Background: an optimization exercise with open tools, aiming at small area, a short achievable clock period and few clock cycles. Do not read the settings as production practice.
The RTL was checked by simulation tests, not by an equivalence proof against the original design.
Power and IR drop assume default switching activity.

<file path="flow/config.mk">
export PLATFORM = sky130hd
export DESIGN_NAME = dual_cache
export DESIGN_NICKNAME = dual_cache
export VERILOG_FILES = /design/flow/design.v
export SDC_FILE = /design/flow/constraint.sdc
export NUM_CORES = 4
export LEC_CHECK = 0
export CAP_MARGIN = 20
export CORE_MARGIN = 2
export CORE_UTILIZATION = 40
export SLEW_MARGIN = 20
</file>
<file path="flow/constraint.sdc">
create_clock -name core_clock -period 5.0 [get_ports {clk}]
set_input_delay 1.0000 -clock core_clock [delete_from_list [all_inputs] [get_ports {clk}]]
set_output_delay 1.0000 -clock core_clock [all_outputs]
set_load 0.01 [all_outputs]
</file>
<file path="flow/design.v">
`timescale 1ns / 1ns
module L1_cache( out_data, cache_clk, read_select, write_select, write_data, write_enable, rst);
input cache_clk;
input [7:0] write_data;
input [2:0] write_select;
input	[2:0] read_select;
input write_enable;
input rst;
output reg [7:0] out_data;
reg [7:0] data_memory [0:7];				 
integer i;
		always @ (posedge cache_clk)
				begin
					if(rst)
						out_data<=0;
					else
						out_data <= data_memory [read_select];
				end
		always @ (posedge cache_clk)
				begin
					if(rst)
						for (i = 0; i < 8; i = i + 1) 
						begin 
							data_memory[i] <= 8'd0;
						end   
					else
						if(write_enable)
						begin
							data_memory [write_select] <= write_data;
						end
				 end
endmodule
`timescale 1ns / 1ns
module Tag_array( out_data, TA_clk, read_select, write_select, write_data, write_enable, rst, finish, read_enable);
input TA_clk;
input [5:0] write_data;
input [2:0] write_select;
input	[2:0] read_select;
input write_enable;
input rst;
input read_enable;
output reg [5:0] out_data;
output reg finish;
reg [5:0] data_memory [0:7];				 
integer i;		
		always @ (posedge TA_clk)
				begin	
					if(rst)
					begin
						out_data<=0;
						finish<=0;
					end	
					else	if(finish == 1)
						finish <= 0;
					else if(read_enable)
						begin
							finish <= 1;
							out_data <= data_memory [read_select];
						end
				end
		always @ (posedge TA_clk)
				begin
					if(rst)
						for (i = 0; i < 8; i = i + 1) 
						begin 
							data_memory[i] <= 6'd0;
						end  
					else
					if(write_enable)
						begin
							data_memory [write_select] <= write_data;
						end
				 end
endmodule
`timescale 1ns / 1ns
module cache_ctrl (CC_clk, rst, address, read_data, write_data, start, read_operation, cache_busy,
                   write_opn_to_bus, bus_rdata, bus_address, bus_wdata, finish, bus_access, finish_out,
                   flag_snoop, snoop_address);
input CC_clk;
input rst;
input start;
input [7:0] address;
input read_operation;
input [7:0] write_data;
input finish;                    
input [7:0] bus_rdata;
input flag_snoop;
input [7:0] snoop_address;
output reg [7:0] read_data;
output cache_busy;
output reg write_opn_to_bus;
output reg bus_access;
output [7:0] bus_address;
output [7:0] bus_wdata;
output reg finish_out;
localparam IDLE = 2'd0, TAG = 2'd1, BUS = 2'd2;
reg [1:0] state;
reg [7:0] local_address;
reg [7:0] local_data;
reg local_read;
reg [2:0] L1_read_address, TA_read_address;
reg TA_read_enable;
wire [7:0] out_data_L1;
wire [5:0] out_data_TA;
wire TA_finish;
wire own_done = (state == BUS) && finish;
wire hit = out_data_TA[5] && (out_data_TA[4:0] == local_address[7:3]);
wire write_mem_enable_L1 = own_done;
wire [2:0] L1_write_address = local_address[2:0];
wire [7:0] write_data_L1 = local_read ? bus_rdata : local_data;
wire write_mem_enable_TA = own_done || flag_snoop;
wire [2:0] TA_write_address = flag_snoop ? snoop_address[2:0] : local_address[2:0];
wire [5:0] write_data_TA = flag_snoop ? 6'd0 : {1'b1, local_address[7:3]};
L1_cache L1 ( out_data_L1 , CC_clk, L1_read_address , L1_write_address , write_data_L1 , write_mem_enable_L1, rst);
Tag_array TA( out_data_TA , CC_clk, TA_read_address , TA_write_address , write_data_TA , write_mem_enable_TA, rst, TA_finish, TA_read_enable);
assign cache_busy = (state != IDLE);
assign bus_address = local_address;
assign bus_wdata = local_data;
always @(posedge CC_clk)
begin
	if(rst)
	begin
		state <= IDLE;
		local_address <= 0;
		local_data <= 0;
		local_read <= 0;
		L1_read_address <= 0;
		TA_read_address <= 0;
		TA_read_enable <= 0;
		read_data <= 0;
		finish_out <= 0;
		bus_access <= 0;
		write_opn_to_bus <= 0;
	end
	else
	begin
		finish_out <= 0;
		case(state)
		IDLE:
			if(start)
			begin
				local_address <= address;
				local_data <= write_data;
				local_read <= read_operation;
				TA_read_address <= address[2:0];
				L1_read_address <= address[2:0];
				TA_read_enable <= 1;
				state <= TAG;
			end
		TAG:
			if(TA_finish)
			begin
				TA_read_enable <= 0;
				if(local_read && hit)
				begin
					read_data <= out_data_L1;
					finish_out <= 1;
					state <= IDLE;
				end
				else
				begin
					bus_access <= 1;
					write_opn_to_bus <= ~local_read;
					state <= BUS;
				end
			end
		default:
			if(finish)
			begin
				bus_access <= 0;
				finish_out <= 1;
				if(local_read)
					read_data <= bus_rdata;
				state <= IDLE;
			end
		endcase
	end
end
endmodule
`timescale 1ns / 1ns
module bus_arb(clk, rst, write_op1, write_op2, in_address1, in_address2, in_data1, in_data2, start1, start2,
               out_data1, out_data2, finish_flag1, finish_flag2, flag_to_1, flag_to_2, address_to_1, address_to_2,
               mem_req, mem_we, mem_addr, mem_wdata, mem_ack, mem_rdata);
input clk, rst;
input write_op1, write_op2, start1, start2;
input [7:0] in_address1, in_address2, in_data1, in_data2;
output [7:0] out_data1, out_data2;
output finish_flag1, finish_flag2;
output flag_to_1, flag_to_2;
output [7:0] address_to_1, address_to_2;
output reg mem_req;
output reg mem_we;
output reg [7:0] mem_addr;
output reg [7:0] mem_wdata;
input mem_ack;
input [7:0] mem_rdata;
localparam NN = 2'd0, C1 = 2'd1, C2 = 2'd2;
reg [1:0] state;
always @(posedge clk)
begin
	if(rst)
	begin
		state <= NN;
		mem_req <= 0;
		mem_we <= 0;
		mem_addr <= 0;
		mem_wdata <= 0;
	end
	else if(state == NN)
	begin
		if(start1)
		begin
			state <= C1;
			mem_req <= 1;
			mem_we <= write_op1;
			mem_addr <= in_address1;
			mem_wdata <= in_data1;
		end
		else if(start2)
		begin
			state <= C2;
			mem_req <= 1;
			mem_we <= write_op2;
			mem_addr <= in_address2;
			mem_wdata <= in_data2;
		end
	end
	else if(mem_ack)
	begin
		state <= NN;
		mem_req <= 0;
	end
end
assign finish_flag1 = mem_ack && (state == C1);
assign finish_flag2 = mem_ack && (state == C2);
assign out_data1 = mem_rdata;
assign out_data2 = mem_rdata;
assign flag_to_2 = finish_flag1 && mem_we;
assign flag_to_1 = finish_flag2 && mem_we;
assign address_to_1 = mem_addr;
assign address_to_2 = mem_addr;
endmodule
`timescale 1ns / 1ns
module dual_cache(clk, rst,
                  start1, read_operation1, in_address1, in_data1, out_data1, finish1, cache_busy1,
                  start2, read_operation2, in_address2, in_data2, out_data2, finish2, cache_busy2,
                  mem_req, mem_we, mem_addr, mem_wdata, mem_ack, mem_rdata);
input clk, rst;
input start1, read_operation1, start2, read_operation2;
input [7:0] in_address1, in_address2;
input [7:0] in_data1, in_data2;
output [7:0] out_data1, out_data2;
output finish1, finish2;
output cache_busy1, cache_busy2;
output mem_req, mem_we;
output [7:0] mem_addr, mem_wdata;
input mem_ack;
input [7:0] mem_rdata;
wire write_op1, write_op2;
wire finish_flag1, finish_flag2;
wire [7:0] write_select_Mem1, write_select_Mem2, write_data_Mem1, write_data_Mem2;
wire bus_access1, bus_access2;
wire [7:0] out_data_Mem1, out_data_Mem2;
wire flag_to_1, flag_to_2;
wire [7:0] address_to_1, address_to_2;
bus_arb busmem1(clk, rst, write_op1, write_op2, write_select_Mem1, write_select_Mem2, write_data_Mem1, write_data_Mem2,
                bus_access1, bus_access2, out_data_Mem1, out_data_Mem2, finish_flag1, finish_flag2,
                flag_to_1, flag_to_2, address_to_1, address_to_2,
                mem_req, mem_we, mem_addr, mem_wdata, mem_ack, mem_rdata);
cache_ctrl cc1(clk, rst, in_address1, out_data1, in_data1, start1, read_operation1, cache_busy1,
               write_op1, out_data_Mem1, write_select_Mem1, write_data_Mem1, finish_flag1, bus_access1, finish1,
               flag_to_1, address_to_1);
cache_ctrl cc2(clk, rst, in_address2, out_data2, in_data2, start2, read_operation2, cache_busy2,
               write_op2, out_data_Mem2, write_select_Mem2, write_data_Mem2, finish_flag2, bus_access2, finish2,
               flag_to_2, address_to_2);
endmodule
</file>
<file path="flow/run.sh">
#!/bin/bash
# synth_recipe.tcl (not shown) runs the flow's synth.tcl, then flattens the netlist and writes it again
# the make line also repeats each setting of config.mk as NAME=value (left out here)
make -C /OpenROAD-flow-scripts/flow DESIGN_CONFIG=/design/flow/config.mk WORK_HOME=/design/flow/orfs CLKGATE_MAP_FILE= SYNTH_SCRIPT=/design/flow/synth_recipe.tcl finish
</file>
==> flow_metrics.env, run 1 <==
export IMPL_status="finished clean"
export IMPL_synthTopCellsByArea="edfxtp_1, dfxtp_1, mux4_2"
export IMPL_tritoncts="done"
export IMPL_setup_worst_path_class="input port to flip-flop"
export IMPL_gp_congestion=0.837
export IMPL_grt_usage_pct=20.9
export IMPL_worst_slack_ns=1.66
export IMPL_clkTransAtPathRegs_ns=0.06
export IMPL_fin_nets=1265
export IMPL_multi_input_area_mm2=0.00518
export IMPL_cts_htree_levels=2
export IMPL_cts_buffers=36
export IMPL_fin_crit_ns=3.34
export IMPL_grt_pass1_wl_mm=59.8
export IMPL_power_density_mw_per_mm2=380
export IMPL_setup_viol=0
export IMPL_placementRows=69
export IMPL_cts_hold_buf=0
export IMPL_initial_core_util_pct=40.8
export IMPL_rsz0062_at_grt="false"
export IMPL_hold_path_class="flip-flop to flip-flop"
export IMPL_cts_root_buf="clkbuf_16"
export IMPL_fin_crit_sh_pct=66.8
export IMPL_finClkSkew_ns=0.0169
export IMPL_grt_max_degree=49
export IMPL_postCtsSetupRepairBufs=0
export IMPL_gr_total_overflow=0
export IMPL_setup_tns_ns=0
export IMPL_yosysUniqueCellTypes=47
export IMPL_first_pass_iters=5
export IMPL_antenna_found_initial=0
export IMPL_ys_seq_area_share_pct=61.5
export IMPL_cts_sinks=336
export IMPL_drt_iter0_drc=943
export IMPL_seq_area_mm2=0.00897
export IMPL_cp_start_kind="input port"
export IMPL_cp_max_fo=20
export IMPL_areaGrowthSynthToFinish_pct=16.8
export IMPL_ys_async_sr_fraction_pct=0
export IMPL_critPathArrivalTime_ns=3.49
export IMPL_grt_pass1_vias=9359
export IMPL_synth_top_area_cell="edfxtp_1"
export IMPL_avgRoutedWirePerCell_um=23.0
export IMPL_ctsResizeCount=0
export IMPL_p_leak_nw=6.09
export IMPL_finalMaxSlewViolations=0
export IMPL_cp_end_kind="flip-flop"
export IMPL_portBuffers=84
export IMPL_worst_pin_slew_ns=1.09
export IMPL_syn_area_per_cell_um2=12.6
export IMPL_synth_area_mm2=0.0146
export IMPL_ios=85
export IMPL_clock_latency_ns=0.54
export IMPL_nFillCells=3192
export IMPL_cts_path_max_buffers=3
export IMPL_dpl_hpwl_mm=26.8
export IMPL_peakVddDrop_mv=0.225
export IMPL_synth_edf_count=224
export IMPL_die_w_um=195
export IMPL_max_cap_violations=0
export IMPL_synth_main_ff_cell="edfxtp_1"
export IMPL_hold_ws_ns=0.467
export IMPL_slew_headroom_pct=25.0
export IMPL_synth_fp_nets=1202
export IMPL_pre_cts_slack_ns=1.17
export IMPL_max_freq_ghz=0.299
export IMPL_drc_errors=0
export IMPL_die_h_um=195
export IMPL_dieArea_mm2=0.0380
export IMPL_yosys_area_top_type_share_pct=46.2
export IMPL_ant_nets=0
export IMPL_finalHoldViolCount=0
export IMPL_via_per_inst=5.55
export IMPL_antenna_cells=0
export IMPL_worstPathRequired_ns=5.15
export IMPL_wl_mm=39.3
export IMPL_core_area_mm2=0.0357
export IMPL_ys_warn_count=4
export IMPL_vias=9479
export IMPL_ys_seq_elements=336
export IMPL_synthCells=1155
export IMPL_drive_gt1_share_pct=13.2
placed cells by master, fill, tap and decap left out, drive strengths merged, types with 3 or more instances in the layout:
master,instances
clkbuf,54
xor2,10
mux4,56
nor2b,8
clkdlybuf4s50,83
and3,45
edfxtp,224
nand2,112
nand4,3
a31oi,17
buf,23
inv,22
nor4,4
a22o,3
a211oi,35
nor2,181
nor3b,3
clkinv,6
nand4b,4
nand3,7
mux2i,79
and2,44
a21oi,55
o21ai,28
bufinv,3
nor3,5
and4b,3
a21o,3
dfxtp,112
final cells by class:
class / count / area share [%]
clock buffers: 54 / 6.29
repair buffers: 106 / 5.90
inverters: 19 / 0.419
multi-input cells: 719 / 30.4
clock inverters: 12 / 0.853
well taps: 461 / 3.39
flip-flops and latches: 336 / 52.7
critical path, cell delays in order:
cell and delay (ns):
clkdlybuf4s50_1 0.73, and4b_1 0.31, and3_1 0.54, a21oi_1 0.15, o21ai_0 0.75
Yosys cell counts, types with 22 or more instances:
library cell and instances:
dfxtp_1 112, o21ai_0 24, mux4_2 56, clkbuf_1 43, nor2_1 181, buf_2 24
a211oi_1 22, edfxtp_1 224, mux2i_1 78, and2_1 44, a21oi_1 55, nand2_1 112
and3_1 45
layer usage:
metal	track usage (%)	routed length (µm)	vias up
met2	32.9	18300	332
met5	0	0	-
met4	5.34	803	0
met1	30.4	17600	4746
li1	-	-	4345
met3	3.44	2620	56
cell families (layout without fill, tap and decap cells):
kind of cell              Yosys count  after routing  share of synthesized area (%)
muxes                             137            137                           14.3
DFF                               336            336                           61.5
xor gates and xnor gates           10             10                          0.601
and+or+nand+nor                   422            422                           13.7
AOI/OAI and AO/OA                 150            150                           6.95
buffers and inverters             100            191                           2.94
report_power, final:
| part | switching (mW) | internal, mW | total (mW) |
|---|---|---|---|
| registers | 0.113 | 3.07 | 3.18 |
| clock network | 1.10 | 1.64 | 2.74 |
| logic | 0.324 | 0.222 | 0.546 |
| total | 1.54 | 4.94 | 6.47 |
state kept, by name, indices dropped and copies added, names as in the netlist, 2 cells and up:
signal               count
busmem1.mem_addr         8
busmem1.mem_wdata        8
busmem1.state            2
cc1.L1.data_memory      64
cc1.L1.out_data          8
cc1.L1_read_address      2
cc1.TA.data_memory      48
cc1.TA.out_data          6
cc1.local_address        6
cc1.local_data           8
cc1.read_data            8
cc1.state                2
cc2.L1.data_memory      64
cc2.L1.out_data          8
cc2.TA.data_memory      48
cc2.TA.out_data          6
cc2.local_address        8
cc2.local_data           8
cc2.read_data            8
cc2.state                2
through the flow:
| stage | area, µm² | utilization [%] | cells | power, mW |
|---|---|---|---|---|
| after floorplan | 14600 | - | 1155 | 3.54 |
| after global placement | 15800 | 44.2 | 1641 | 3.78 |
| after detailed placement | 15800 | 44.2 | 1641 | 3.79 |
| after CTS | 17000 | 47.6 | 1707 | 6.51 |
| after global routing | 17000 | 47.6 | 1707 | 6.68 |
| final | 17000 | 47.6 | 1707 | 6.47 |
worst paths after layout:
| path | to | cells past startpoint | from | slack, ns |
|---|---|---|---|---|
| worst min-delay path | cc1.write_opn_to_bus | 2 | cc1.write_opn_to_bus | 0.47 |
| worst max-delay path | cc1.TA.data_memory[3][2] | 5 | mem_ack | 1.66 |
| worst min register to register | cc1.write_opn_to_bus | 2 | cc1.write_opn_to_bus | 0.47 |
| worst max register to register | cc1.TA.data_memory[3][2] | 3 | cc1.L1_read_address[1] | 1.85 |
Testbench counts, summed over its fixed seeds: cycles 18,012.
==> run 2: changes to the inputs <==
==> flow/design.v (replaced) <==
`timescale 1ns / 1ns
module bus_arb(clk, rst,
               start1, read_operation1, in_address1, in_data1,
               start2, read_operation2, in_address2, in_data2,
               out_data1, out_data2, finish1, finish2, cache_busy1, cache_busy2,
               mem_req, mem_we, mem_addr, mem_wdata, mem_ack, mem_rdata);
input clk, rst;
input start1, read_operation1, start2, read_operation2;
input [7:0] in_address1, in_address2, in_data1, in_data2;
output [7:0] out_data1, out_data2;
output reg finish1, finish2;
output reg cache_busy1, cache_busy2;
output reg mem_req;
output reg mem_we;
output reg [7:0] mem_addr, mem_wdata;
input mem_ack;
input [7:0] mem_rdata;
reg smp;             
reg owner;           
reg [7:0] rdata;
wire start_owner = owner ? start2 : start1;
wire start_other = owner ? start1 : start2;
wire free = ~mem_req | (smp & mem_ack);
wire load = free & start_other;    
always @(posedge clk)
begin
	if(rst)
	begin
		mem_req <= 0;
		smp <= 0;
		owner <= 0;
		finish1 <= 0;
		finish2 <= 0;
		cache_busy1 <= 1;
		cache_busy2 <= 1;
	end
	else
	begin
		finish1 <= smp & mem_ack & ~owner;
		finish2 <= smp & mem_ack & owner;
		cache_busy1 <= ~(load & owner);
		cache_busy2 <= ~(load & ~owner);
		if(mem_req & ~smp)
			smp <= 1;
		else if(free)
		begin
			smp <= 0;
			mem_req <= start_other;
			if(start_other | start_owner)
				owner <= ~owner;
		end
	end
end
always @(posedge clk)
begin
	rdata <= mem_rdata;
	if(free)
	begin
		mem_we <= owner ? ~read_operation1 : ~read_operation2;
		mem_addr <= owner ? in_address1 : in_address2;
		mem_wdata <= owner ? in_data1 : in_data2;
	end
end
assign out_data1 = rdata;
assign out_data2 = rdata;
endmodule
`timescale 1ns / 1ns
module dual_cache(clk, rst,
                  start1, read_operation1, in_address1, in_data1, out_data1, finish1, cache_busy1,
                  start2, read_operation2, in_address2, in_data2, out_data2, finish2, cache_busy2,
                  mem_req, mem_we, mem_addr, mem_wdata, mem_ack, mem_rdata);
input clk, rst;
input start1, read_operation1, start2, read_operation2;
input [7:0] in_address1, in_address2;
input [7:0] in_data1, in_data2;
output [7:0] out_data1, out_data2;
output finish1, finish2;
output cache_busy1, cache_busy2;
output mem_req, mem_we;
output [7:0] mem_addr, mem_wdata;
input mem_ack;
input [7:0] mem_rdata;
bus_arb busmem1(.clk(clk), .rst(rst),
                .start1(start1), .read_operation1(read_operation1), .in_address1(in_address1), .in_data1(in_data1),
                .start2(start2), .read_operation2(read_operation2), .in_address2(in_address2), .in_data2(in_data2),
                .out_data1(out_data1), .out_data2(out_data2), .finish1(finish1), .finish2(finish2),
                .cache_busy1(cache_busy1), .cache_busy2(cache_busy2),
                .mem_req(mem_req), .mem_we(mem_we), .mem_addr(mem_addr), .mem_wdata(mem_wdata),
                .mem_ack(mem_ack), .mem_rdata(mem_rdata));
endmodule
--- a/flow/config.mk
+++ b/flow/config.mk
@@ -5,6 +5,7 @@
 export SDC_FILE = /design/flow/constraint.sdc
 export NUM_CORES = 4
 export LEC_CHECK = 0
+export ABC_AREA = 1
 export CAP_MARGIN = 20
 export CORE_MARGIN = 2
 export CORE_UTILIZATION = 40
==> run 2 against run 1 <==
Setup slack improved by 1.1 ns. Wire length decreased by 93%. Total power decreased by 91%. Synthesized cell count decreased by 90%. Clock power decreased by 95%.
==> flow_metrics.env, run 2 <==
export IMPL_mostFrequentLayoutCells="clkdlybuf4s50_1, nand2_1, edfxtp_1"
export IMPL_max_freq_ghz=0.447
export IMPL_cp_start_kind="input port"
export IMPL_cp_end_kind="flip-flop"
export IMPL_cts_path_max_buffers=2
export IMPL_synth_edf_count=17
export IMPL_cts_buffers=5
export IMPL_switching_share_pct=24.8
export IMPL_core_area_mm2=0.00276
export IMPL_grt_pass1_vias=943
export IMPL_finClkSkew_ns=0.00718
export IMPL_rsz0062_at_grt="false"
export IMPL_final_common_cell="clkdlybuf4s50_1"
export IMPL_p_comb_share_pct=24.5
export IMPL_ios=85
export IMPL_tritoncts="done"
export IMPL_cp_slowest_cell="nand2_1"
export IMPL_critPathMaxStageDelay_ns=0.62
export IMPL_worst_pin_slew_ns=0.832
export IMPL_gp_congestion=0.832
export IMPL_wl_mm=2.71
export IMPL_drt_iter0_drc=14
export IMPL_setup_worst_path_class="input port to flip-flop"
export IMPL_via_per_inst=4.61
export IMPL_peakVddDrop_mv=0.236
export IMPL_vias=1027
export IMPL_ys_seq_area_share_pct=69.6
export IMPL_setup_viol=0
export IMPL_synth_area_mm2=0.00116
export IMPL_drc_errors=0
export IMPL_synth_fp_nets=158
export IMPL_cts_hold_buf=0
export IMPL_p_int_mw=0.459
export IMPL_ys_seq_elements=32
export IMPL_switchingPower_mw=0.151
export IMPL_postCtsSetupRepairBufs=0
export IMPL_worst_slack_ns=2.77
export IMPL_hold_ws_ns=0.480
export IMPL_setup_tns_ns=0
export IMPL_fin_crit_ns=2.23
export IMPL_worstPathRequired_ns=5.22
export IMPL_avgRoutedWirePerCell_um=12.1
export IMPL_p_leak_nw=0.844
export IMPL_fin_crit_sh_pct=44.7
export IMPL_areaGrowthSynthToFinish_pct=72.9
export IMPL_synth_most_common_cell="nand2_1"
export IMPL_cts_htree_levels=2
export IMPL_slew_headroom_pct=44.4
export IMPL_portBuffers=84
export IMPL_antenna_cells=0
export IMPL_grt_usage_pct=17.0
export IMPL_synth_top_area_cell="edfxtp_1"
export IMPL_synth_top_cells_by_count="nand2_1, edfxtp_1, dfxtp_1, buf_4, inv_1"
export IMPL_power_total_mw=0.610
export IMPL_placementRows=19
export IMPL_synth_main_ff_cell="edfxtp_1"
export IMPL_die_w_um=58.0
export IMPL_drive_gt1_share_pct=3.65
export IMPL_stdcell_area_mm2=0.00201
export IMPL_initial_core_util_pct=42.2
export IMPL_status="finished clean"
export IMPL_postPlaceCellArea_mm2=0.00196
export IMPL_yosysUniqueCellTypes=14
export IMPL_clockPowerShare_pct=21.8
export IMPL_ant_nets=0
export IMPL_hold_path_class="flip-flop to flip-flop"
export IMPL_reg_top3="busmem1.mem_addr: 8 flops, busmem1.mem_wdata: 8 flops, busmem1.rdata: 8 flops"
export IMPL_cts_root_buf="clkbuf_4"
export IMPL_antenna_found_initial=0
export IMPL_nFillCells=216
export IMPL_pre_cts_slack_ns=2.40
export IMPL_synthCells=111
export IMPL_dieArea_mm2=0.00336
export IMPL_synthTopCellsByArea="edfxtp_1, dfxtp_1, nand2_1"
export IMPL_die_h_um=58.0
export IMPL_finalHoldViolCount=0
export IMPL_finalMaxSlewViolations=0
export IMPL_first_pass_iters=4
export IMPL_ys_async_sr_fraction_pct=0
export IMPL_critPathArrivalTime_ns=2.45
export IMPL_fin_nets=238
export IMPL_power_density_mw_per_mm2=303
export IMPL_path_common_cell="nand2_1"
export IMPL_dpl_hpwl_mm=2.15
export IMPL_crit_chain="clkdlybuf4s50_1 > nand2_1 > nand2_1 > nand3_1 > nand2_1 > nor2_1"
export IMPL_seqPwrFrac_pct=53.7
export IMPL_ctsResizeCount=0
export IMPL_ys_warn_count=1
export IMPL_syn_area_per_cell_um2=10.5
export IMPL_yosys_area_top_type_share_pct=43.8
export IMPL_cts_sinks=32
export IMPL_grt_pass1_wl_mm=4.16
export IMPL_max_cap_violations=0
export IMPL_cp_max_fo=23
export IMPL_clock_latency_ns=0.33
export IMPL_gr_total_overflow=0
export IMPL_clkTransAtPathRegs_ns=0.09
export IMPL_grt_max_degree=24
run 2: path summary, 6_finish.rpt:
path	start	endpoint	slack (ns)	cells after the start
max	mem_ack	busmem1.owner	2.77	6
min	busmem1.smp	busmem1.finish2	0.48	2
max reg2reg	busmem1.owner	busmem1.mem_addr[4]	3.37	3
min reg2reg	busmem1.smp	busmem1.finish2	0.48	2
run 2: through the flow:
stage / utilization (%) / cells
6_report: 73.0 / 223
5_1_grt: 73.0 / 223
3_5_place_dp: 71.2 / 215
2_1_floorplan: - / 111
3_3_place_gp: 71.2 / 215
4_1_cts: 73.0 / 223
run 2: metal layers:
| layer | track usage [%] | wire length (µm) | vias up |
|---|---|---|---|
| met5 | 0 | 0 | - |
| met4 | 7.97 | 65 | 0 |
| met3 | 5.80 | 231 | 9 |
| met2 | 33.3 | 1560 | 43 |
| met1 | 15.2 | 847 | 466 |
| li1 | - | - | 509 |
run 2: cell families after synthesis:
kind of cell / count (synthesis) / share of synthesized area (%)
AND/OR/NAND/NOR: 61 / 20.4
flip-flops: 32 / 69.6
buffers and inverters: 15 / 8.16
AO/OA/AOI/OAI: 2 / 0.967
multiplexers: 1 / 0.859
run 2: area by class of cell:
cell class / count / area [µm²] / share of cell area, %
timing repair buffer: 84 / 841 / 41.7
tap: 31 / 38.8 / 1.93
inverter: 4 / 15.0 / 0.745
multi-input combinational: 64 / 259 / 12.9
clock inverter: 1 / 5.00 / 0.248
sequential: 32 / 811 / 40.2
clock buffer: 7 / 45.0 / 2.24
run 2: critical path, delay by kind of cell:
family | cells | cell delay (ns)
buf+inv | 1 | 0.46
simple gates | 5 | 0.98
run 2: power by group through the flow:
stage          Combinational [mW]  Sequential, mW  Clock, mW
2_1_floorplan              0.0423           0.344          0
3_3_place_gp                0.148           0.333          0
3_5_place_dp                0.152           0.334          0
4_1_cts                     0.152           0.328      0.138
5_1_grt                     0.161           0.331      0.150
6_report                    0.150           0.327      0.133
Testbench counts of run 2, summed over its fixed seeds: cycles 14,280.
==> run 3: changes to the inputs <==
==> flow/flow/run.sh (new file) <==
#!/bin/bash
# Standard layout, with the port buffers made from sky130_fd_sc_hd__buf_1
# instead of the delay buffer buffer_ports picks by default.
set -euo pipefail
bash standard.sh 'BUFFER_PORTS_ARGS=-buffer_cell sky130_fd_sc_hd__buf_1' finish > standard_make.log 2>&1
==> flow/standard.sh (new file) <==
#!/bin/bash
# synth_recipe.tcl (not shown) runs the flow's synth.tcl, then flattens the netlist and writes it again
# the make line also repeats each setting of config.mk as NAME=value (left out here)
make -C /OpenROAD-flow-scripts/flow DESIGN_CONFIG=/design/flow/config.mk WORK_HOME=/design/flow/orfs CLKGATE_MAP_FILE= SYNTH_SCRIPT=/design/flow/synth_recipe.tcl "${@:-finish}"
--- a/flow/config.mk
+++ b/flow/config.mk
@@ -5,8 +5,8 @@
 export SDC_FILE = /design/flow/constraint.sdc
 export NUM_CORES = 4
 export LEC_CHECK = 0
-export ABC_AREA = 1
 export CAP_MARGIN = 20
 export CORE_MARGIN = 2
 export CORE_UTILIZATION = 40
+export SETUP_SLACK_MARGIN = 3.5
 export SLEW_MARGIN = 20
removed: flow/run.sh
==> run 3 against run 2 <==
Still clean. Sequential share of layout area grew 8.5 points. Area after synthesis grew 0.11%. Hold slack gained 0.0035 ns. Global-route usage shrank 2.8 points. Clock-buffer cell count shrank 1. First-iteration DRC count shrank 36%. Non-clock buffer count is the same. Setup slack gained 0.38 ns. Synthesized cell count shrank 34%. Sequential power is essentially flat.
==> flow_metrics.env, run 3 <==
export IMPL_status="finished clean"
export IMPL_areaGrowthSynthToFinish_pct=45.0
export IMPL_first_pass_iters=4
export IMPL_initial_core_util_pct=42.3
export IMPL_setup_worst_path_class="flip-flop to output port"
export IMPL_placementRows=19
export IMPL_cts_root_buf="clkbuf_4"
export IMPL_min_delay_start="busmem1.smp"
export IMPL_crit_chain="clkbuf_2"
export IMPL_p_leak_nw=0.666
export IMPL_grt_max_degree=23
export IMPL_final_cells=186
export IMPL_dpl_hpwl_mm=1.59
export IMPL_final_common_cell="buf_1"
export IMPL_critPathMaxStageDelay_ns=0.39
export IMPL_cts_htree_levels=2
export IMPL_avgRoutedWirePerCell_um=12.2
export IMPL_portBuffers=84
export IMPL_rsz0062_at_grt="true"
export IMPL_antenna_found_initial=0
export IMPL_cp_startpoint="busmem1.mem_addr[1]"
export IMPL_synthCells=73
export IMPL_seqPwrFrac_pct=54.9
export IMPL_cp_slowest_cell="edfxtp_1"
export IMPL_ys_warn_count=1
export IMPL_dpl_cell_count=178
export IMPL_cts_buffers=5
export IMPL_finalMaxSlewViolations=0
export IMPL_worstPathRequired_ns=4.00
export IMPL_ys_seq_elements=32
export IMPL_grt_pass1_vias=753
export IMPL_synth_compound_area_share_pct=1.72
export IMPL_grt_usage_pct=14.2
export IMPL_power_total_mw=0.601
export IMPL_drc_errors=0
export IMPL_max_freq_ghz=0.538
export IMPL_worst_slack_ns=3.14
export IMPL_synth_top_area_cell="edfxtp_1"
export IMPL_core_area_mm2=0.00276
export IMPL_antenna_cells=0
export IMPL_drt_iter0_drc=9
export IMPL_reg2reg_from="busmem1.owner"
export IMPL_setup_tns_ns=0
export IMPL_critPathArrivalTime_ns=0.86
export IMPL_ios=85
export IMPL_clockPowerShare_pct=28.4
export IMPL_syn_area_per_cell_um2=16.0
export IMPL_cp_max_fo=1
export IMPL_synth_fp_nets=120
export IMPL_switching_share_pct=24.7
export IMPL_p_comb_share_pct=16.8
export IMPL_synth_main_ff_cell="edfxtp_1"
export IMPL_clkTransAtPathRegs_ns=0.10
export IMPL_synth_area_mm2=0.00117
export IMPL_wl_mm=2.27
export IMPL_hold_path_class="flip-flop to flip-flop"
export IMPL_mostFrequentLayoutCells="buf_1, buf_6, edfxtp_1"
export IMPL_nFillCells=239
export IMPL_synthAdderAreaFrac_pct=0
export IMPL_postCtsSetupRepairBufs=0
export IMPL_worst_path_buf_inv=1
export IMPL_p_int_mw=0.453
export IMPL_cp_start_kind="flip-flop"
export IMPL_drive_gt1_share_pct=44.5
export IMPL_gr_total_overflow=0
export IMPL_power_density_mw_per_mm2=356
export IMPL_synth_most_common_cell="edfxtp_1"
export IMPL_fin_crit_ns=1.86
export IMPL_synth_top_family_by_area="multiplexers"
export IMPL_tritoncts="done"
export IMPL_grt_pass1_wl_mm=3.34
export IMPL_finalHoldViolCount=0
export IMPL_vias=846
export IMPL_cts_sinks=32
export IMPL_synth_xor_area_share_pct=0
export IMPL_pre_cts_slack_ns=3.20
export IMPL_peakVddDrop_mv=0.283
export IMPL_setup_viol=0
export IMPL_finClkSkew_ns=0.0116
export IMPL_cp_end_kind="output port"
export IMPL_dieArea_mm2=0.00336
export IMPL_postPlaceCellArea_mm2=0.00145
export IMPL_die_w_um=58.0
export IMPL_ys_async_sr_fraction_pct=0
export IMPL_gp_congestion=0.634
export IMPL_reg_top3="busmem1.mem_addr: 8 flops, busmem1.mem_wdata: 8 flops, busmem1.rdata: 8 flops"
export IMPL_worst_pin_slew_ns=0.481
export IMPL_ys_seq_area_share_pct=69.5
export IMPL_switchingPower_mw=0.148
export IMPL_slew_headroom_pct=67.9
export IMPL_synthTopCellsByArea="edfxtp_1, dfxtp_1, mux2_2"
export IMPL_cp_top_family="flip-flops"
export IMPL_fin_nets=201
export IMPL_yosys_area_top_type_share_pct=43.8
export IMPL_fin_crit_sh_pct=37.2
export IMPL_max_cap_violations=0
export IMPL_synth_edf_count=17
export IMPL_clock_latency_ns=0.33
export IMPL_via_per_inst=4.55
export IMPL_synth_top_cells_by_count="edfxtp_1, mux2_2, dfxtp_1, buf_4, nor2_1"
export IMPL_cts_path_max_buffers=2
export IMPL_yosys_area_share_simple_pct=3.97
export IMPL_synthMuxAreaShare_pct=18.0
export IMPL_die_h_um=58.0
export IMPL_yosysUniqueCellTypes=15
export IMPL_stdcell_area_mm2=0.00169
export IMPL_ant_nets=0
==> run 3: power groups by stage <==
stage / combinational, mW / sequential (mW) / clock (mW)
after floorplan: 0.0496 / 0.339 / 0
after global placement: 0.0861 / 0.332 / 0
after detailed placement: 0.0884 / 0.333 / 0
after CTS: 0.0982 / 0.330 / 0.175
after global routing: 0.110 / 0.333 / 0.192
final: 0.101 / 0.330 / 0.171
==> run 3: final timing paths <==
check	end	slack, ns	depth (start not counted)
worst max-delay path	mem_addr[1]	3.14	1
worst min-delay path	busmem1.finish1	0.48	2
worst max register to register	busmem1.mem_wdata[5]	3.70	1
worst min register to register	busmem1.finish1	0.48	2
==> run 3: cells by family (layout without fill, tap and decap cells) <==
| group | after synthesis | after routing |
|---|---|---|
| simple gates | 9 | 9 |
| compound gates | 3 | 3 |
| buf+inv | 10 | 92 |
| mux | 19 | 19 |
| flops | 32 | 32 |
==> run 3: per-layer routing <==
metal | up-vias | routed length (µm) | GRT usage (%)
li1 | 416 | - | -
met1 | 371 | 791 | 14.1
met2 | 53 | 1150 | 24.0
met3 | 6 | 283 | 7.81
met4 | 0 | 43 | 6.98
met5 | - | 0 | 0
==> run 3: layout make-up <==
cell class / count / area, µm² / share of cell area [%]
Clock buffer: 6 / 62.6 / 3.70
Clock inverter: 2 / 11.3 / 0.666
Multi-Input combinational cell: 31 / 287 / 17.0
Sequential cell: 32 / 825 / 48.8
Tap cell: 31 / 38.8 / 2.29
Timing Repair Buffer: 84 / 467 / 27.6
==> run 3: timing repair <==
item,CTS,global route
endpoints found under the setup margin,54,38
hold endpoints to repair,0,0
pin swaps,0,0
hold buffers,0,0
gates resized for setup,45,15
==> run 3: per-stage QoR <==
stage	utilization (%)	hold WS (ns)
finish	61.3	0.484
CTS	60.1	0.489
global placement	52.6	0.475
global route	61.3	0.519
detailed placement	52.6	0.474
floorplan	-	0.450
==> run 4: changes to the inputs <==
--- a/flow/config.mk
+++ b/flow/config.mk
@@ -8,5 +8,7 @@
 export CAP_MARGIN = 20
 export CORE_MARGIN = 2
 export CORE_UTILIZATION = 40
-export SETUP_SLACK_MARGIN = 3.5
+export CTS_BUF_LIST = sky130_fd_sc_hd__clkbuf_16
+export CTS_CLUSTER_DIAMETER = 500
+export CTS_CLUSTER_SIZE = 100
 export SLEW_MARGIN = 20
==> run 4 against run 3 <==
Wire length fell by 4.1%. Critical endpoint is now busmem1.owner. Critical path depth rose by 3. Sequential share of layout area rose by 2.6 points. Still clean. Area after synthesis did not move. Cell count did not move. Largest power group unchanged. Fmax rose by 4.2%. Sequential power barely moved. Clock power rose by about 60%. Setup slack improved by 0.075 ns. Via count fell by 0.83%.
==> flow_metrics.env, run 4 <==
export IMPL_status="finished clean"
export IMPL_r2r_slack_ns=3.43
export IMPL_rsz0062_at_grt="false"
export IMPL_p_comb_share_pct=12.5
export IMPL_portBuffers=84
export IMPL_reg2reg_to="busmem1.mem_addr[3]"
export IMPL_fin_nets=201
export IMPL_crit_chain="buf_1 > a21bo_2 > o21ai_0 > mux2i_1"
export IMPL_cts_sinks=32
export IMPL_power_density_mw_per_mm2=434
export IMPL_die_h_um=58.0
export IMPL_finalHoldViolCount=0
export IMPL_cts_root_buf="clkbuf_16"
export IMPL_grt_usage_pct=13.8
export IMPL_grt_pass1_vias=790
export IMPL_reg_top3="busmem1.mem_addr: 8 flops, busmem1.mem_wdata: 8 flops, busmem1.rdata: 8 flops"
export IMPL_use_met2_pct=21.1
export IMPL_finClkSkew_ns=0.00384
export IMPL_synthCells=73
export IMPL_yosys_area_top_type_share_pct=43.8
export IMPL_cts_htree_levels=2
export IMPL_ios=85
export IMPL_postCtsSetupRepairBufs=0
export IMPL_antenna_cells=0
export IMPL_dieArea_mm2=0.00336
export IMPL_syn_area_per_cell_um2=16.0
export IMPL_min_to="busmem1.finish1"
export IMPL_mostFrequentLayoutCells="buf_1, edfxtp_1, mux2_2"
export IMPL_synthTopCellsByArea="edfxtp_1, dfxtp_1, mux2_2"
export IMPL_fin_crit_sh_pct=35.7
export IMPL_top_usage_layer="met2"
export IMPL_via_per_inst=4.51
export IMPL_ctsResizeCount=0
export IMPL_stdcell_area_mm2=0.00158
export IMPL_final_cells=186
export IMPL_worst_path_buf_inv=1
export IMPL_cp_slowest_cell="a21bo_2"
export IMPL_cp_start_kind="input port"
export IMPL_clockPowerShare_pct=39.8
export IMPL_reg2reg_from="busmem1.owner"
export IMPL_seq_area_um2=811
export IMPL_nFillCells=261
export IMPL_ys_async_sr_fraction_pct=0
export IMPL_cp_end_kind="flip-flop"
export IMPL_synth_edf_count=17
export IMPL_grt_max_degree=23
export IMPL_cts_path_max_buffers=2
export IMPL_fin_crit_ns=1.78
export IMPL_setup_viol=0
export IMPL_grtUsageMet3_pct=6.92
export IMPL_yosysUniqueCellTypes=15
export IMPL_crit_cells=4
export IMPL_ys_seq_elements=32
export IMPL_vias=839
export IMPL_drt_iter0_drc=11
export IMPL_synth_main_ff_cell="edfxtp_1"
export IMPL_setup_tns_ns=0
export IMPL_switching_share_pct=22.4
export IMPL_postPlaceCellArea_mm2=0.00144
export IMPL_critPathMaxStageDelay_ns=0.46
export IMPL_peakVddDrop_mv=0.301
export IMPL_synth_most_common_cell="edfxtp_1"
export IMPL_tritoncts="done"
export IMPL_initial_core_util_pct=42.3
export IMPL_switchingPower_mw=0.153
export IMPL_cts_hold_buf=0
export IMPL_synth_top_cells_by_count="edfxtp_1, mux2_2, dfxtp_1, buf_4, nor2_1"
export IMPL_worst_pin_slew_ns=0.878
export IMPL_cp_max_fo=22
export IMPL_slew_headroom_pct=41.4
export IMPL_cts_buffers=5
export IMPL_worst_r2r_path_depth=1
export IMPL_clkTransAtPathRegs_ns=0.05
export IMPL_finalMaxSlewViolations=0
export IMPL_setup_worst_path_class="input port to flip-flop"
export IMPL_drc_errors=0
export IMPL_antenna_found_initial=0
export IMPL_ys_seq_area_share_pct=69.5
export IMPL_synth_fp_nets=120
export IMPL_clock_latency_ns=0.26
export IMPL_die_w_um=58.0
export IMPL_p_int_mw=0.532
export IMPL_final_common_cell="buf_1"
export IMPL_worstPathRequired_ns=5.15
export IMPL_drive_gt1_share_pct=15.5
export IMPL_gp_congestion=0.652
export IMPL_synth_area_mm2=0.00117
export IMPL_dpl_cell_count=178
export IMPL_p_leak_nw=0.568
export IMPL_areaGrowthSynthToFinish_pct=35.4
export IMPL_max_cap_violations=0
export IMPL_seqPwrFrac_pct=47.7
export IMPL_critPathArrivalTime_ns=1.93
export IMPL_met1_usage_pct=16.4
export IMPL_placementRows=19
export IMPL_hold_path_class="flip-flop to flip-flop"
export IMPL_power_total_mw=0.686
export IMPL_synth_top_area_cell="edfxtp_1"
export IMPL_whs_path_depth=2
export IMPL_dpl_hpwl_mm=1.67
export IMPL_grt_pass1_wl_mm=3.37
export IMPL_ys_warn_count=1
export IMPL_min_delay_start="busmem1.smp"
export IMPL_avgRoutedWirePerCell_um=11.7
export IMPL_core_area_mm2=0.00276
export IMPL_gr_total_overflow=0
export IMPL_cp_startpoint="mem_ack"
export IMPL_multi_input_area_um2=277
export IMPL_ant_nets=0
export IMPL_first_pass_iters=4
export IMPL_max_freq_ghz=0.560
export IMPL_cp_top_family="compound AO/OA/AOI/OAI gates"
export IMPL_wl_mm=2.17
[run 4: cell types whose count changed in the layout (fill, tap and decap cells not counted), sizes merged]
cell | previous run | this run
clkbuf | 16 | 5
buf | 74 | 84
inv | 1 | 2
[run 4: worst max path at each step]
stage / slack, ns / endpoint
final: 3.22 / busmem1.owner
after global routing: 3.14 / busmem1.owner
after CTS: 3.20 / busmem1.owner
after detailed placement: 2.93 / busmem1.owner
after global placement: 2.98 / busmem1.owner
after floorplan: 3.21 / busmem1.owner
[run 4: cell families after synthesis]
kind of cell | after synthesis | synth area share, %
buf+inv | 10 | 6.76
compound gates | 3 | 1.72
flops | 32 | 69.5
simple gates | 9 | 3.97
mux | 19 | 18.0
[run 4: area by class of cell]
cell class	count	share of cell area, %
multi-input cells	31	17.5
clock buffers	5	7.92
flip-flops and latches	32	51.3
well taps	31	2.46
repair buffers	84	20.0
clock inverters	3	0.792
[run 4: power by group through the flow]
stage | combinational, mW | clock, mW | sequential (mW)
3_5_place_dp | 0.0873 | 0 | 0.333
3_3_place_gp | 0.0853 | 0 | 0.332
4_1_cts | 0.0879 | 0.280 | 0.328
6_report | 0.0858 | 0.273 | 0.327
2_1_floorplan | 0.0483 | 0 | 0.339
5_1_grt | 0.0956 | 0.293 | 0.331
[run 4: layer usage]
metal / wire (µm) / vias up
met2: 1020 / 52
met4: 13 / 0
li1: - / 414
met3: 305 / 2
met1: 834 / 371
met5: 0 / -
[run 4: metrics by stage]
stage | setup slack (ns) | util [%] | hold slack (ns)
floorplan | 3.21 | - | 0.437
global placement | 2.98 | 52.3 | 0.451
detailed placement | 2.93 | 52.3 | 0.461
CTS | 3.20 | 57.3 | 0.468
global route | 3.14 | 57.3 | 0.499
finish | 3.22 | 57.3 | 0.466
==> run 5: changes to the inputs <==
--- a/flow/design.v
+++ b/flow/design.v
@@ -9,7 +9,7 @@
 input [7:0] in_address1, in_address2, in_data1, in_data2;
 output [7:0] out_data1, out_data2;
 output reg finish1, finish2;
-output reg cache_busy1, cache_busy2;
+output cache_busy1, cache_busy2;
 output reg mem_req;
 output reg mem_we;
 output reg [7:0] mem_addr, mem_wdata;
@@ -21,7 +21,7 @@
 wire start_owner = owner ? start2 : start1;
 wire start_other = owner ? start1 : start2;
 wire free = ~mem_req | (smp & mem_ack);
-wire load = free & start_other;    
+wire load = free & start_other;
 always @(posedge clk)
 begin
 	if(rst)
@@ -31,15 +31,11 @@
 		owner <= 0;
 		finish1 <= 0;
 		finish2 <= 0;
-		cache_busy1 <= 1;
-		cache_busy2 <= 1;
 	end
 	else
 	begin
 		finish1 <= smp & mem_ack & ~owner;
 		finish2 <= smp & mem_ack & owner;
-		cache_busy1 <= ~(load & owner);
-		cache_busy2 <= ~(load & ~owner);
 		if(mem_req & ~smp)
 			smp <= 1;
 		else if(free)
@@ -54,13 +50,15 @@
 always @(posedge clk)
 begin
 	rdata <= mem_rdata;
-	if(free)
+	if(load)
 	begin
 		mem_we <= owner ? ~read_operation1 : ~read_operation2;
 		mem_addr <= owner ? in_address1 : in_address2;
 		mem_wdata <= owner ? in_data1 : in_data2;
 	end
 end
+assign cache_busy1 = ~(mem_req & ~smp & ~owner);
+assign cache_busy2 = ~(mem_req & ~smp & owner);
 assign out_data1 = rdata;
 assign out_data2 = rdata;
 endmodule
==> flow/run.sh (new file) <==
#!/bin/bash
# synth_recipe.tcl (not shown) runs the flow's synth.tcl, then flattens the netlist and writes it again
# the make line also repeats each setting of config.mk as NAME=value (left out here)
make -C /OpenROAD-flow-scripts/flow DESIGN_CONFIG=/design/flow/config.mk WORK_HOME=/design/flow/orfs CLKGATE_MAP_FILE= SYNTH_SCRIPT=/design/flow/synth_recipe.tcl finish
--- a/flow/config.mk
+++ b/flow/config.mk
@@ -8,7 +8,4 @@
 export CAP_MARGIN = 20
 export CORE_MARGIN = 2
 export CORE_UTILIZATION = 40
-export CTS_BUF_LIST = sky130_fd_sc_hd__clkbuf_16
-export CTS_CLUSTER_DIAMETER = 500
-export CTS_CLUSTER_SIZE = 100
 export SLEW_MARGIN = 20
removed: flow/flow/run.sh
removed: flow/standard.sh
==> run 5 against run 4 <==
Still clean on timing, DRC and antenna. Hold slack gained 0.090 ns. Die area is 4.6% higher. Flip-flop and latch count shrank 2. Cell count is 1.1% higher. Setup slack worse by 0.85 ns. Non-clock buffer count rose by 1. Final area increased by 31%. Area after synthesis up 4.9%. Synthesized cell count unchanged. Critical path type is now flip-flop to output port.
==> flow_metrics.env, run 5 <==
export IMPL_finalHoldViolCount=0
export IMPL_reg_top3="busmem1.mem_addr: 8 flops, busmem1.mem_wdata: 8 flops, busmem1.rdata: 8 flops"
export IMPL_antenna_found_initial=0
export IMPL_synth_top_cells_by_count="edfxtp_1, mux2_4, dfxtp_1, buf_4"
export IMPL_core_area_mm2=0.00298
export IMPL_placementRows=20
export IMPL_ios=85
export IMPL_drc_errors=0
export IMPL_drive_gt1_share_pct=17.4
export IMPL_fin_crit_sh_pct=52.7
export IMPL_rsz0062_at_grt="false"
export IMPL_gp_congestion=0.748
export IMPL_antenna_cells=0
export IMPL_dpl_cell_count=180
export IMPL_avgRoutedWirePerCell_um=13.7
export IMPL_grt_pass1_wl_mm=3.96
export IMPL_postCtsSetupRepairBufs=0
export IMPL_max_cap_violations=0
export IMPL_whs_path_depth=2
export IMPL_max_freq_ghz=0.379
export IMPL_reg2reg_from="busmem1.owner"
export IMPL_final_cells=188
export IMPL_cts_hold_buf=0
export IMPL_gr_total_overflow=0
export IMPL_first_pass_iters=2
export IMPL_cp_start_kind="flip-flop"
export IMPL_setup_worst_path_class="flip-flop to output port"
export IMPL_ys_seq_area_share_pct=63.0
export IMPL_die_w_um=59.3
export IMPL_worstPathRequired_ns=4.00
export IMPL_synth_top_family_by_area="multiplexers"
export IMPL_slew_headroom_pct=39.4
export IMPL_p_leak_nw=0.789
export IMPL_synth_fp_nets=120
export IMPL_power_density_mw_per_mm2=287
export IMPL_cp_end_kind="output port"
export IMPL_finalMaxSlewViolations=0
export IMPL_worst_slack_ns=2.36
export IMPL_yosys_area_share_simple_pct=4.60
export IMPL_final_common_cell="clkdlybuf4s50_1"
export IMPL_synth_top_area_cell="edfxtp_1"
export IMPL_nFillCells=242
export IMPL_synth_compound_area_share_pct=1.53
export IMPL_drt_iter0_drc=8
export IMPL_tritoncts="done"
export IMPL_synth_main_ff_cell="edfxtp_1"
export IMPL_dpl_hpwl_mm=2.02
export IMPL_ant_nets=0
export IMPL_hold_ws_ns=0.556
export IMPL_ys_warn_count=1
export IMPL_grt_usage_pct=16.3
export IMPL_critPathArrivalTime_ns=1.64
export IMPL_synth_area_mm2=0.00122
export IMPL_fin_nets=201
export IMPL_wl_mm=2.58
export IMPL_ctsResizeCount=0
export IMPL_hold_path_class="flip-flop to flip-flop"
export IMPL_synth_xor_area_share_pct=0
export IMPL_areaGrowthSynthToFinish_pct=68.4
export IMPL_vias=884
export IMPL_peakVddDrop_mv=0.203
export IMPL_yosysUniqueCellTypes=19
export IMPL_grt_max_degree=24
export IMPL_portBuffers=84
export IMPL_ys_async_sr_fraction_pct=0
export IMPL_die_h_um=59.3
export IMPL_mostFrequentLayoutCells="clkdlybuf4s50_1, edfxtp_1, mux2_4"
export IMPL_synthMuxAreaShare_pct=22.2
export IMPL_min_delay_start="busmem1.mem_req"
export IMPL_cts_sinks=30
export IMPL_setup_tns_ns=0
export IMPL_synthAdderAreaFrac_pct=0
export IMPL_dieArea_mm2=0.00352
export IMPL_pre_cts_slack_ns=2.25
export IMPL_initial_core_util_pct=41.1
export IMPL_cts_buffers=5
export IMPL_synthTopCellsByArea="edfxtp_1, dfxtp_1, mux2_4"
export IMPL_r2r_slack_ns=3.08
export IMPL_yosys_area_top_type_share_pct=41.7
export IMPL_cp_max_fo=23
export IMPL_synth_most_common_cell="edfxtp_1"
export IMPL_setup_viol=0
export IMPL_finClkSkew_ns=0.00380
export IMPL_via_per_inst=4.70
export IMPL_worst_r2r_path_depth=3
export IMPL_min_to="busmem1.smp"
export IMPL_ys_seq_elements=30
export IMPL_syn_area_per_cell_um2=16.8
export IMPL_clock_latency_ns=0.32
export IMPL_reg2reg_to="busmem1.mem_addr[0]"
export IMPL_status="finished clean"
export IMPL_cts_htree_levels=2
export IMPL_worst_pin_slew_ns=0.910
export IMPL_grt_pass1_vias=922
export IMPL_synthCells=73
export IMPL_fin_crit_ns=2.64
export IMPL_cts_path_max_buffers=2
export IMPL_synth_edf_count=17
export IMPL_clkTransAtPathRegs_ns=0.09
export IMPL_cts_root_buf="clkbuf_4"
==> run 5: changes by cell type after synthesis, moves of 2 or more <==
cell     previous run  this run
mux2_4              0        16
mux2_2             16         1
dfxtp_1            15        13
nor2_1              4         2
==> run 5: how the worst max path moves through the flow <==
stage	startpoint	endpoint	slack, ns	depth (start not counted)
3_3_place_gp	mem_ack	busmem1.mem_addr[4]	2.29	3
4_1_cts	busmem1.owner	cache_busy2	2.32	3
3_5_place_dp	mem_ack	busmem1.mem_addr[4]	2.25	3
5_1_grt	busmem1.owner	cache_busy2	2.23	3
6_report	busmem1.owner	cache_busy2	2.36	3
2_1_floorplan	mem_ack	busmem1.mem_addr[0]	2.58	2
==> run 5: logic make-up after synthesis <==
kind of cell,Yosys count
AO/OA/AOI/OAI,3
buffers and inverters,11
flip-flops,30
multiplexers,19
AND/OR/NAND/NOR,10
==> run 5: where the power goes <==
| part | total [mW] | switching [mW] | internal (mW) |
|---|---|---|---|
| clock | 0.129 | 0.0768 | 0.0527 |
| sequential | 0.299 | 0.00842 | 0.291 |
| combinational | 0.163 | 0.0555 | 0.107 |
==> run 5: layout make-up <==
| cell class | count | area, µm² | share of cell area (%) |
|---|---|---|---|
| clock buffers | 6 | 41.3 | 2.00 |
| clock inverters | 2 | 8.76 | 0.425 |
| multi-input cells | 32 | 350 | 17.0 |
| flip-flops and latches | 30 | 771 | 37.4 |
| well taps | 33 | 41.3 | 2.00 |
| repair buffers | 85 | 848 | 41.2 |
==> run 5: metal layers <==
metal  share of wire (%)  global-route usage, %  vias to the layer above
met1                  33                   15.0                      409
met5                   0                      0                        -
met3                  10                   6.11                        4
met2                  55                   28.3                       52
met4                 1.5                   12.7                        0
li1                    -                      -                      419
==> run 5: through the flow <==
step	area [µm²]	power, mW	utilization (%)
6_report	2060	0.591	69.2
5_1_grt	2060	0.622	69.2
4_1_cts	2060	0.602	69.2
3_5_place_dp	2010	0.470	67.5
3_3_place_gp	2010	0.467	67.5
2_1_floorplan	1220	0.388	-
==> run 5: critical path, cell delays in order, from the launching register on <==
cell             delay, ns
dfxtp_1               0.34
buf_4                 0.35
nand3b_1              0.13
clkdlybuf4s50_1       0.50
Testbench counts of run 5, summed over its fixed seeds: cycles 14,280.
==> run 6: changes to the inputs <==
--- a/flow/design.v
+++ b/flow/design.v
@@ -9,56 +9,61 @@
 input [7:0] in_address1, in_address2, in_data1, in_data2;
 output [7:0] out_data1, out_data2;
 output reg finish1, finish2;
-output cache_busy1, cache_busy2;
+output reg cache_busy1, cache_busy2;
 output reg mem_req;
 output reg mem_we;
 output reg [7:0] mem_addr, mem_wdata;
 input mem_ack;
 input [7:0] mem_rdata;
 reg smp;             
+reg idle;            
 reg owner;           
 reg [7:0] rdata;
 wire start_owner = owner ? start2 : start1;
 wire start_other = owner ? start1 : start2;
-wire free = ~mem_req | (smp & mem_ack);
-wire load = free & start_other;
+wire free = idle | (smp & mem_ack);
+wire load = free & start_other;    
 always @(posedge clk)
 begin
 	if(rst)
 	begin
 		mem_req <= 0;
+		idle <= 1;
 		smp <= 0;
 		owner <= 0;
 		finish1 <= 0;
 		finish2 <= 0;
+		cache_busy1 <= 1;
+		cache_busy2 <= 1;
 	end
 	else
 	begin
 		finish1 <= smp & mem_ack & ~owner;
 		finish2 <= smp & mem_ack & owner;
-		if(mem_req & ~smp)
+		cache_busy1 <= ~(load & owner);
+		cache_busy2 <= ~(load & ~owner);
+		if(~idle & ~smp)
 			smp <= 1;
 		else if(free)
 		begin
 			smp <= 0;
 			mem_req <= start_other;
+			idle <= ~start_other;
 			if(start_other | start_owner)
 				owner <= ~owner;
 		end
 	end
 end
+wire sel1 = free & owner;
+wire sel2 = free & ~owner;
+wire hold = ~free;
 always @(posedge clk)
 begin
 	rdata <= mem_rdata;
-	if(load)
-	begin
-		mem_we <= owner ? ~read_operation1 : ~read_operation2;
-		mem_addr <= owner ? in_address1 : in_address2;
-		mem_wdata <= owner ? in_data1 : in_data2;
-	end
+	mem_we <= (sel1 & ~read_operation1) | (sel2 & ~read_operation2) | (hold & mem_we);
+	mem_addr <= ({8{sel1}} & in_address1) | ({8{sel2}} & in_address2) | ({8{hold}} & mem_addr);
+	mem_wdata <= ({8{sel1}} & in_data1) | ({8{sel2}} & in_data2) | ({8{hold}} & mem_wdata);
 end
-assign cache_busy1 = ~(mem_req & ~smp & ~owner);
-assign cache_busy2 = ~(mem_req & ~smp & owner);
 assign out_data1 = rdata;
 assign out_data2 = rdata;
 endmodule
--- a/flow/config.mk
+++ b/flow/config.mk
@@ -5,7 +5,9 @@
 export SDC_FILE = /design/flow/constraint.sdc
 export NUM_CORES = 4
 export LEC_CHECK = 0
+export ABC_AREA = 1
 export CAP_MARGIN = 20
 export CORE_MARGIN = 2
 export CORE_UTILIZATION = 40
+export SETUP_SLACK_MARGIN = 2.9
 export SLEW_MARGIN = 20
==> run 6 against run 5 <==
Still clean on timing, DRC and antenna. Sequential power increased by 8.4%. Setup slack improved by 0.59 ns. Total power rose by 6.3%.
==> flow_metrics.env, run 6 <==
export IMPL_yosys_area_top_type_share_pct=53.4
export IMPL_seq_area_um2=661
export IMPL_synth_xor_area_share_pct=0
export IMPL_finClkSkew_ns=0.00425
export IMPL_avgRoutedWirePerCell_um=12.0
export IMPL_hold_path_class="flip-flop to flip-flop"
export IMPL_worstPathRequired_ns=5.21
export IMPL_finalMaxSlewViolations=0
export IMPL_dpl_hpwl_mm=2.18
export IMPL_reg2reg_from="busmem1.owner"
export IMPL_ios=85
export IMPL_synthMuxAreaShare_pct=0
export IMPL_use_met2_pct=31.9
export IMPL_power_total_mw=0.629
export IMPL_cp_slowest_cell="clkdlybuf4s50_1"
export IMPL_final_common_cell="nand3_1"
export IMPL_final_cells=251
export IMPL_initial_core_util_pct=41.2
export IMPL_power_density_mw_per_mm2=316
export IMPL_ys_warn_count=1
export IMPL_cts_path_max_buffers=2
export IMPL_mostFrequentLayoutCells="nand3_1, clkdlybuf4s50_1, dlygate4sd2_1"
export IMPL_synth_main_ff_cell="dfxtp_1"
export IMPL_first_pass_iters=4
export IMPL_cp_startpoint="mem_ack"
export IMPL_fin_nets=264
export IMPL_cts_sinks=33
export IMPL_drc_errors=0
export IMPL_critPathMaxStageDelay_ns=0.47
export IMPL_placementRows=20
export IMPL_top_usage_layer="met2"
export IMPL_gr_total_overflow=0
export IMPL_cp_end_kind="flip-flop"
export IMPL_yosys_area_share_simple_pct=32.7
export IMPL_cts_root_buf="clkbuf_4"
export IMPL_drive_gt1_share_pct=5.05
export IMPL_cp_max_fo=41
export IMPL_grt_max_degree=42
export IMPL_ys_seq_area_share_pct=53.4
export IMPL_postCtsSetupRepairBufs=0
export IMPL_crit_chain="clkdlybuf4s50_1 > nand2_2 > nand2_4 > inv_4 > nand2_1 > nand3_1"
export IMPL_cp_start_kind="input port"
export IMPL_setup_viol=0
export IMPL_synth_fp_nets=190
export IMPL_max_cap_violations=0
export IMPL_fin_crit_ns=2.05
export IMPL_vias=1226
export IMPL_setup_worst_path_class="input port to flip-flop"
export IMPL_rsz0062_at_grt="false"
export IMPL_die_w_um=59.6
export IMPL_die_h_um=59.6
export IMPL_areaGrowthSynthToFinish_pct=61.0
export IMPL_dpl_cell_count=243
export IMPL_cts_buffers=5
export IMPL_synthAdderAreaFrac_pct=0
export IMPL_p_leak_nw=0.909
export IMPL_met1_usage_pct=19.2
export IMPL_finalHoldViolCount=0
export IMPL_synth_top_family_by_area="simple AND/OR/NAND/NOR gates"
export IMPL_synth_area_mm2=0.00124
export IMPL_slew_headroom_pct=46.7
export IMPL_via_per_inst=4.88
export IMPL_synthCells=143
export IMPL_ys_seq_elements=33
export IMPL_fin_crit_sh_pct=40.9
export IMPL_peakVddDrop_mv=0.172
export IMPL_wl_mm=3.02
export IMPL_grt_usage_pct=18.3
export IMPL_critPathArrivalTime_ns=2.25
export IMPL_portBuffers=84
export IMPL_synth_compound_area_share_pct=1.21
export IMPL_ys_async_sr_fraction_pct=0
export IMPL_synth_edf_count=0
export IMPL_syn_area_per_cell_um2=8.64
export IMPL_synthTopCellsByArea="dfxtp_1, nand3_1, nand2_1"
export IMPL_clock_latency_ns=0.32
export IMPL_nFillCells=283
export IMPL_setup_tns_ns=0
export IMPL_min_delay_start="busmem1.mem_addr[5]"
export IMPL_grt_pass1_wl_mm=4.73
export IMPL_tritoncts="done"
export IMPL_worst_pin_slew_ns=0.798
export IMPL_antenna_found_initial=0
export IMPL_r2r_slack_ns=3.36
export IMPL_core_area_mm2=0.00300
export IMPL_yosysUniqueCellTypes=17
export IMPL_cts_htree_levels=2
export IMPL_drt_iter0_drc=25
export IMPL_max_freq_ghz=0.489
export IMPL_antenna_cells=0
export IMPL_ant_nets=0
export IMPL_gp_congestion=0.678
export IMPL_clkTransAtPathRegs_ns=0.09
export IMPL_synth_top_cells_by_count="nand3_1, dfxtp_1, nand2_1, buf_4, inv_1"
export IMPL_grt_pass1_vias=1102
export IMPL_synth_top_area_cell="dfxtp_1"
export IMPL_multi_input_area_um2=419
export IMPL_grtUsageMet3_pct=8.52
export IMPL_reg_top3="busmem1.mem_addr: 8 flops, busmem1.mem_wdata: 8 flops, busmem1.rdata: 8 flops"
export IMPL_dieArea_mm2=0.00355
export IMPL_synth_most_common_cell="nand3_1"
export IMPL_status="finished clean"
## run 6: cell count changes after synthesis, sizes merged, moves of 2 or more
cell	delta
buf	+6
dfxtp	+20
edfxtp	-17
inv	+6
mux2	-17
mux2i	-2
nand2	+23
nand3	+51
nand4	+2
## run 6: worst paths after layout
kind / to / cells past startpoint
worst max-delay path: busmem1.mem_wdata[1] / 6
worst min-delay path: busmem1.mem_addr[5] / 2
worst max register to register: busmem1.mem_req / 5
worst min register to register: busmem1.mem_addr[5] / 2
## run 6: repair_timing
| action | in CTS | in global routing |
|---|---|---|
| setup endpoints to repair | 38 | 0 |
| gates resized for setup | 38 | 0 |
| hold buffers | 0 | 0 |
## run 6: power by group
part	internal, mW	switching (mW)
Sequential	0.300	0.0234
Combinational	0.0892	0.0796
Clock	0.0535	0.0828
Total	0.443	0.186
## run 6: cells by family after synthesis
| group | Yosys count |
|---|---|
| and+or+nand+nor | 84 |
| DFF | 33 |
| buffers and inverters | 23 |
| AOI/OAI and AO/OA | 3 |
## run 6: final cells by class
class,instances,share of cell area (%)
repair buffers,84,39.8
flip-flops and latches,33,33.2
multi-input cells,87,21.1
clock buffers,6,2.07
well taps,33,2.07
inverters,6,1.26
clock inverters,2,0.503
## run 6: critical path: cells and delay by family
kind	cells	cell delay, ns
buffers and inverters	2	0.64
and+or+nand+nor	4	0.60
## run 6: through the flow
stage | hold slack, ns | utilization [%] | setup slack (ns) | area [µm²]
floorplan | 0.472 | - | 3.43 | 1240
global placement | 0.454 | 66.2 | 2.66 | 1990
detailed placement | 0.457 | 66.2 | 2.62 | 1990
CTS | 0.483 | 66.3 | 2.97 | 1990
global route | 0.495 | 66.3 | 2.90 | 1990
finish | 0.478 | 66.3 | 2.95 | 1990
## run 6: per-layer routing
metal / part of all wire, % / wire length (µm)
met2: 49 / 1480
met3: 9.9 / 300
met5: 0 / 0
met4: 1.3 / 40
met1: 40 / 1190
Testbench counts of run 6, summed over its fixed seeds: cycles 14,280.

[port drivers added, routing unchanged]
The results above use ideal ports. As a check the final layouts listed here were re-extracted and re-timed, cells and wires unchanged.
Step 1, drivers: a clkbuf_16 drives clk and a buf_2 each remaining input, both assumed.
Step 2 adds t to the input delays and takes it off the output delays; t is the mean of the earliest and latest rising clock arrival at the registers after step 1. Input paths then give back, and output paths get back, about the clock's delay inside the block.
Slacks: ideal / step 1 / step 2; pairs: ideal / step 1.
run | t, ns | setup slack, ns | worst setup path after step 2 | worst register clock-pin slew, ns | worst slew at a driven data input, ns
run 1 | 0.577 | 1.659 / 1.624 / 1.047 | input to register | 0.06 / 0.06 | 0.08
run 2 | 0.344 | 2.765 / 2.763 / 2.420 | input to register | 0.10 / 0.10 | 0.04
run 3 | 0.348 | 3.141 / 3.119 / 3.213 | input to register | 0.10 / 0.10 | 0.03
run 4 | 0.290 | 3.216 / 3.207 / 2.930 | input to register | 0.05 / 0.05 | 0.03
run 5 | 0.342 | 2.363 / 2.341 / 2.274 | input to register | 0.09 / 0.09 | 0.04
run 6 | 0.342 | 2.954 / 2.945 / 2.603 | input to register | 0.09 / 0.09 | 0.04
After both steps setup and hold are still met in every run listed. The setup slack of run 1, which loses most, moves by -0.035 ns with the drivers and by -0.612 ns with both steps.
